From an optimization exercise on the open Yosys and OpenROAD flow, aimed at small area; shortcuts taken in it are not production practice. Only simulation tests tie the RTL to the original design; equivalence was not proved. Power figures rest on the tool's default switching activity, not on a simulated workload.

==> flow/design.v (excerpt) <==
module Microprocessor(
    input oscillator,
    input reset,
    input [7:0] instruction,
    output [6:0] seg1,
    output [6:0] seg2,
    output [6:0] seg3,
    output [6:0] seg4,
    output [7:0] PC
);
    wire [1:0] op = instruction[7:6];
    wire [1:0] rs = instruction[5:4];
    wire [1:0] rt = instruction[3:2];
    wire [1:0] rd = instruction[1:0];
    wire isAdd, isLoad, isStore, isJump;
    wire [7:0] rsData, rtData, sum, memData, wd;
    ControlUnit cu(.op(op), .reset(reset), .isAdd(isAdd), .isLoad(isLoad),
                   .isStore(isStore), .isJump(isJump));
    RegisterFile rf(.clk(oscillator), .reset(reset), .rs(rs), .rt(rt),
                    .rd(isAdd ? rd : rt), .writeData(wd),
                    .RegWrite(isAdd | isLoad),
                    .rsData(rsData), .rtData(rtData));
    ALU alu(.A(rsData), .B(rtData), .Y(sum));
    wire [4:0] index = rsData[4:0] + {{3{rd[1]}}, rd};
    DataMemory dm(.clk(oscillator), .reset(reset), .index(index),
                  .writeData(wd), .MemWrite(isStore), .MemRead(isLoad),
                  .readData(memData));
    assign wd = ({8{isAdd}} & sum) | memData | ({8{isStore}} & rtData) |
                ({8{isJump}} & {6'b000000, rd});
    ProgramCounter pc(.clk(oscillator), .reset(reset), .isJump(isJump),
                      .rd(rd), .PC(PC));
    Hex_to_7seg display1(.hex(wd[7:4]), .seg(seg1));
    Hex_to_7seg display2(.hex(wd[3:0]), .seg(seg2));
    Hex_to_7seg display3(.hex(PC[7:4]), .seg(seg3));
    Hex_to_7seg display4(.hex(PC[3:0]), .seg(seg4));
endmodule
Size: roughly 1,100 cells after synthesis, roughly 46 I/O pins, roughly 12,000 um2 of cells after synthesis.
clock: 10.0 ns
lec_check: 0
abc_area: 1
cap_margin: 20
core_margin: 2
core_utilization: 55
gpl_timing_driven: 0
slew_margin: 20
standard.sh (not shown) runs the stock make flow with config.mk's settings and CLKGATE_MAP_FILE= SYNTH_SCRIPT=/design/flow/synth_recipe.tcl, a recipe that flattens the netlist after the stock synthesis.
==> flow/flow/run.sh <==
#!/bin/bash
# Own layout flow: the standard synthesis, then the combinational logic
# is rebuilt from a structural netlist (gen.py: memory, register file, read
# multiplexers and adders as hand-placed sky130hd cells; the small decoders
# mapped by Yosys/ABC with an area script). The registers keep the standard
# synthesis's names and cell types. The rest is the standard layout,
# with port buffers of buf_1 and a clock tree without dummy loads.
set -euo pipefail
cd "$(dirname "$0")/.."
W=$PWD
R=$W/orfs/results/${FLOW_PLATFORM:-sky130hd}/Microprocessor/base

bash standard.sh synth > $W/std_synth.log 2>&1
cp $R/1_2_yosys.v $W/std_1_2_yosys.v
python3 flow/gen.py $W/std_1_2_yosys.v $W/hand.v > $W/gen.log 2>&1
bash flow/map.sh $W/hand.v $W/mapped.v $W/map.log
cp $W/mapped.v $R/1_2_yosys.v
rm -f $R/1_synth.odb

bash standard.sh \
  "BUFFER_PORTS_ARGS=-buffer_cell sky130_fd_sc_hd__buf_1" \
  "CTS_ARGS=-sink_clustering_enable -repair_clock_nets -dont_use_dummy_load -buf_list sky130_fd_sc_hd__clkbuf_8 -sink_clustering_size 16 -sink_clustering_max_diameter 60" \
  finish > $W/layout.log 2>&1
Other scripts of this flow, unchanged in this note and not shown: flow/flow/area.abc, flow/flow/gen.py, flow/flow/map.sh, flow/flow/map.ys, flow/flow/seg7.v
Next try:
--- a/flow/flow/run.sh
+++ b/flow/flow/run.sh
@@ -21,3 +21,3 @@
   "BUFFER_PORTS_ARGS=-buffer_cell sky130_fd_sc_hd__buf_1" \
-  "CTS_ARGS=-sink_clustering_enable -repair_clock_nets -dont_use_dummy_load -buf_list sky130_fd_sc_hd__clkbuf_8 -sink_clustering_size 16 -sink_clustering_max_diameter 60" \
+  "CTS_ARGS=-sink_clustering_enable -repair_clock_nets -dont_use_dummy_load -buf_list sky130_fd_sc_hd__clkbuf_4 -sink_clustering_size 10 -sink_clustering_max_diameter 40" \
   finish > $W/layout.log 2>&1
CAP_MARGIN = 5   (was 20)
CORE_UTILIZATION = 45   (was 55)
SLEW_MARGIN = 5   (was 20)
Effect: The new run finished clean. Routed wire length increases by about 1.5%. Die area increases by 22%. Clock power decreases by about 3.7%. Non-clock buffer count decreases by 1. Synthesized cell count does not change. Sequential power stays flat. Synthesized area does not change. Setup slack is worse by 86 ps. Global-route usage decreases by 4.9 points. Maximum frequency decreases by 0.88%.


before:
Another version of the RTL of Microprocessor (not shown whole).
Size: about 1800 cells after synthesis, about 300 flip-flops, roughly 46 I/O pins, ~0.014 sq mm of cells after synthesis.
export LEC_CHECK = 0
export ABC_AREA = 1
export CAP_MARGIN = 20
export CORE_MARGIN = 2
export CORE_UTILIZATION = 40
export SLEW_MARGIN = 20
create_clock -name core_clock -period 10.0 [get_ports {oscillator}]
run.sh (not shown) runs the stock make flow with config.mk's settings and CLKGATE_MAP_FILE= SYNTH_SCRIPT=/design/flow/synth_recipe.tcl, a recipe that flattens the netlist after the stock synthesis.
Stock flow here: none of the scripts above is used.
Input-level comparison between after and before:
Settings: CAP_MARGIN changed from 20 to 5; SLEW_MARGIN changed from 20 to 5; CTS_BUF_LIST newly set to sky130_fd_sc_hd__clkbuf_4 sky130_fd_sc_hd__clkbuf_8.
- In terms of final worst-path cycle share, after and before differ only marginally.
- Delta (after minus before): average footprint of a synthesized cell closely matched the old numbers; post-route cell area decreased by about 0.33% relative to the old numbers.
- The worst setup slack after layout of after was inferior to that of before.
- On switching power summed over all nets, after tracks before almost exactly.
- From before to after the numbers moved as follows: area overhead of the layout relative to synthesis has decreased; share of power burned in combinational logic shows an increase of 0.6 points.


The RTL this note starts from:
==> flow/design.v <==
`timescale 1ns / 1ps
module ALU(
    input [7:0] A,
    input [7:0] B,
    output [7:0] Y
    );    
    assign Y = A + B;
endmodule
module ControlUnit(
    input  [1:0] op,
    input        reset,
    output       isAdd,
    output       isLoad,
    output       isStore,
    output       isJump
    );
    assign isAdd   = ~reset & (op == 2'b00);
    assign isLoad  = ~reset & (op == 2'b01);
    assign isStore = ~reset & (op == 2'b10);
    assign isJump  = ~reset & (op == 2'b11);
endmodule
module DataMemory(
    input        clk,
    input        reset,
    input  [4:0] index,
    input  [7:0] writeData,
    input        MemWrite,
    input        MemRead,
    output [7:0] readData
    );
    wire [7:0] rd_terms [0:31];
    genvar g, b;
    generate
        for (g = 0; g < 32; g = g + 1) begin : word
            localparam [7:0] INIT = (g < 16) ? g : (8'd0 - (g - 16));
            reg  [7:0] q;
            wire       hit  = (index == g);
            wire       wr   = MemWrite & hit;
            wire       hold = ~(wr | reset);
            always @(posedge clk)
                q <= ({8{wr}} & writeData) | ({8{hold}} & q) | ({8{reset}} & INIT);
            assign rd_terms[g] = {8{hit & MemRead}} & q;
        end
    endgenerate
    reg [7:0] acc;
    integer k;
    always @(*) begin
        acc = 8'd0;
        for (k = 0; k < 32; k = k + 1)
            acc = acc | rd_terms[k];
    end
    assign readData = acc;
endmodule
module Hex_to_7seg(
    input  [3:0] hex,
    output [6:0] seg
    );
    wire [15:0] d = 16'd1 << hex;    
    assign seg[0] = |(d & 16'b1101_0111_1110_1101);  
    assign seg[1] = |(d & 16'b0010_0111_1001_1111);  
    assign seg[2] = |(d & 16'b0010_1111_1111_1011);  
    assign seg[3] = |(d & 16'b0111_1011_0110_1101);  
    assign seg[4] = |(d & 16'b1111_1101_0100_0101);  
    assign seg[5] = |(d & 16'b1101_1111_0111_0001);  
    assign seg[6] = |(d & 16'b1110_1111_0111_1100);  
endmodule
module ProgramCounter(
    input            clk,
    input            reset,
    input            isJump,
    input      [1:0] rd,
    output reg [7:0] PC
    );
    wire [7:0] step = isJump ? ({{6{rd[1]}}, rd} + 8'd1) : 8'd1;
    wire [7:0] next = PC + step;
    always @(posedge clk)
        PC <= next & {8{~reset}};
endmodule
module RegisterFile(
    input        clk,
    input        reset,
    input  [1:0] rs, rt, rd,
    input  [7:0] writeData,
    input        RegWrite,
    output [7:0] rsData, rtData
    );
    wire [7:0] r [0:3];
    genvar g;
    generate
        for (g = 0; g < 4; g = g + 1) begin : reg_
            reg  [7:0] q;
            wire       wr   = RegWrite & (rd == g);
            wire       hold = ~(wr | reset);
            always @(posedge clk)
                q <= ({8{wr}} & writeData) | ({8{hold}} & q);
            assign r[g] = q;
        end
    endgenerate
    assign rsData = r[rs];
    assign rtData = r[rt];
endmodule
module Microprocessor(
    input oscillator,
    input reset,
    input [7:0] instruction,
    output [6:0] seg1,
    output [6:0] seg2,
    output [6:0] seg3,
    output [6:0] seg4,
    output [7:0] PC
);
    wire [1:0] op = instruction[7:6];
    wire [1:0] rs = instruction[5:4];
    wire [1:0] rt = instruction[3:2];
    wire [1:0] rd = instruction[1:0];
    wire isAdd, isLoad, isStore, isJump;
    wire [7:0] rsData, rtData, sum, memData, wd;
    ControlUnit cu(.op(op), .reset(reset), .isAdd(isAdd), .isLoad(isLoad),
                   .isStore(isStore), .isJump(isJump));
    RegisterFile rf(.clk(oscillator), .reset(reset), .rs(rs), .rt(rt),
                    .rd(isAdd ? rd : rt), .writeData(wd),
                    .RegWrite(isAdd | isLoad),
                    .rsData(rsData), .rtData(rtData));
    ALU alu(.A(rsData), .B(rtData), .Y(sum));
    wire [4:0] index = rsData[4:0] + {{3{rd[1]}}, rd};
    DataMemory dm(.clk(oscillator), .reset(reset), .index(index),
                  .writeData(wd), .MemWrite(isStore), .MemRead(isLoad),
                  .readData(memData));
    assign wd = ({8{isAdd}} & sum) | memData | ({8{isStore}} & rtData) |
                ({8{isJump}} & {6'b000000, rd});
    ProgramCounter pc(.clk(oscillator), .reset(reset), .isJump(isJump),
                      .rd(rd), .PC(PC));
    Hex_to_7seg display1(.hex(wd[7:4]), .seg(seg1));
    Hex_to_7seg display2(.hex(wd[3:0]), .seg(seg2));
    Hex_to_7seg display3(.hex(PC[7:4]), .seg(seg3));
    Hex_to_7seg display4(.hex(PC[3:0]), .seg(seg4));
endmodule
clock: 10.0 ns
lec_check: 0
abc_area: 1
cap_margin: 5
core_margin: 2
core_utilization: 45
gpl_timing_driven: 0
slew_margin: 5
standard.sh (not shown) runs the stock make flow with config.mk's settings and CLKGATE_MAP_FILE= SYNTH_SCRIPT=/design/flow/synth_recipe.tcl, a recipe that flattens the netlist after the stock synthesis.
==> flow/flow/run.sh <==
#!/bin/bash
# Own layout flow: the standard synthesis, then the combinational logic
# is rebuilt from a structural netlist (gen.py: memory, register file, read
# multiplexers, index decode and adders as sky130hd cells, the seven-segment
# decoders from seg7.v/seg7f.v, the remaining small decoders mapped by
# Yosys/ABC with an area script; map.sh). The registers keep the standard
# synthesis's names and cell types. The rest is the standard layout,
# with port buffers of buf_1 and a clock tree of clkbuf_4 without dummy loads.
# Each tool's output goes to its own log here (std_synth.log, gen.log,
# map.log, layout.log; ORFS's own logs under orfs/logs).
set -euo pipefail
cd "$(dirname "$0")/.."
W=$PWD
R=$W/orfs/results/${FLOW_PLATFORM:-sky130hd}/Microprocessor/base

bash standard.sh synth > $W/std_synth.log 2>&1
cp $R/1_2_yosys.v $W/std_1_2_yosys.v
python3 flow/gen.py $W/std_1_2_yosys.v $W/hand.v > $W/gen.log 2>&1
bash flow/map.sh $W/hand.v $W/mapped.v $W/map.log
cp $W/mapped.v $R/1_2_yosys.v
rm -f $R/1_synth.odb

bash standard.sh \
  "BUFFER_PORTS_ARGS=-buffer_cell sky130_fd_sc_hd__buf_1" \
  "CTS_ARGS=-sink_clustering_enable -repair_clock_nets -dont_use_dummy_load -buf_list sky130_fd_sc_hd__clkbuf_2 -sink_clustering_size 6 -sink_clustering_max_diameter 30" \
  finish > $W/layout.log 2>&1
Other scripts of this flow, unchanged in this note and not shown: flow/flow/area.abc, flow/flow/gen.py, flow/flow/map.sh, flow/flow/map.ys, flow/flow/seg7.v, flow/flow/seg7f.v
Rerun with:
--- a/flow/flow/run.sh
+++ b/flow/flow/run.sh
@@ -23,4 +23,4 @@
 bash standard.sh \
   "BUFFER_PORTS_ARGS=-buffer_cell sky130_fd_sc_hd__buf_1" \
-  "CTS_ARGS=-sink_clustering_enable -repair_clock_nets -dont_use_dummy_load -buf_list sky130_fd_sc_hd__clkbuf_2 -sink_clustering_size 6 -sink_clustering_max_diameter 30" \
+  "CTS_ARGS=-sink_clustering_enable -repair_clock_nets -dont_use_dummy_load -buf_list sky130_fd_sc_hd__clkbuf_4 -sink_clustering_size 10 -sink_clustering_max_diameter 40" \
   finish > $W/layout.log 2>&1
Settings changed: CORE_UTILIZATION 45 to 50.
Design area fell by about 0.6%.
Global-route usage rose by 2.6 points.
First-iteration DRC count fell by 14%.
Sequential power hardly moves.
Via count fell by about 2.6%.
Register-to-register slack improves by 0.07 ns.
Power fell by about 1.5%.
Utilization rose by 5.3 points.

-- what the ideal ports hide --
No port has a modelled driver above. Below, the same layouts with a new extraction and two added sets of constraints.
Step 1 assumes that a clkbuf_16 drives the clock port and a buf_2 every other input.
Step 2, shift: input delay + t, output delay - t, t = (earliest + latest rising clock arrival at the registers) / 2. This alone moves slack from input paths to output paths.
Slacks: ideal ports / drivers / drivers and shift; pairs: ideal ports / drivers.
run | shift t [ns] | slack for setup (ns) | pins driven straight from the clock port
the first run of note 1 | 0.599 | 0.303 / 0.282 / 0.282 | 1
the second run of note 1 | 0.683 | 0.217 / 0.195 / 0.195 | 1
before | 0.582 | 0.311 / 0.283 / 0.283 | 1
after | 0.660 | 0.301 / 0.273 / 0.273 | 1
the first run of note 3 | 0.836 | 0.328 / 0.300 / 0.300 | 1
the second run of note 3 | 0.665 | 0.398 / 0.377 / 0.377 | 1
After both steps every run listed still meets setup and hold.
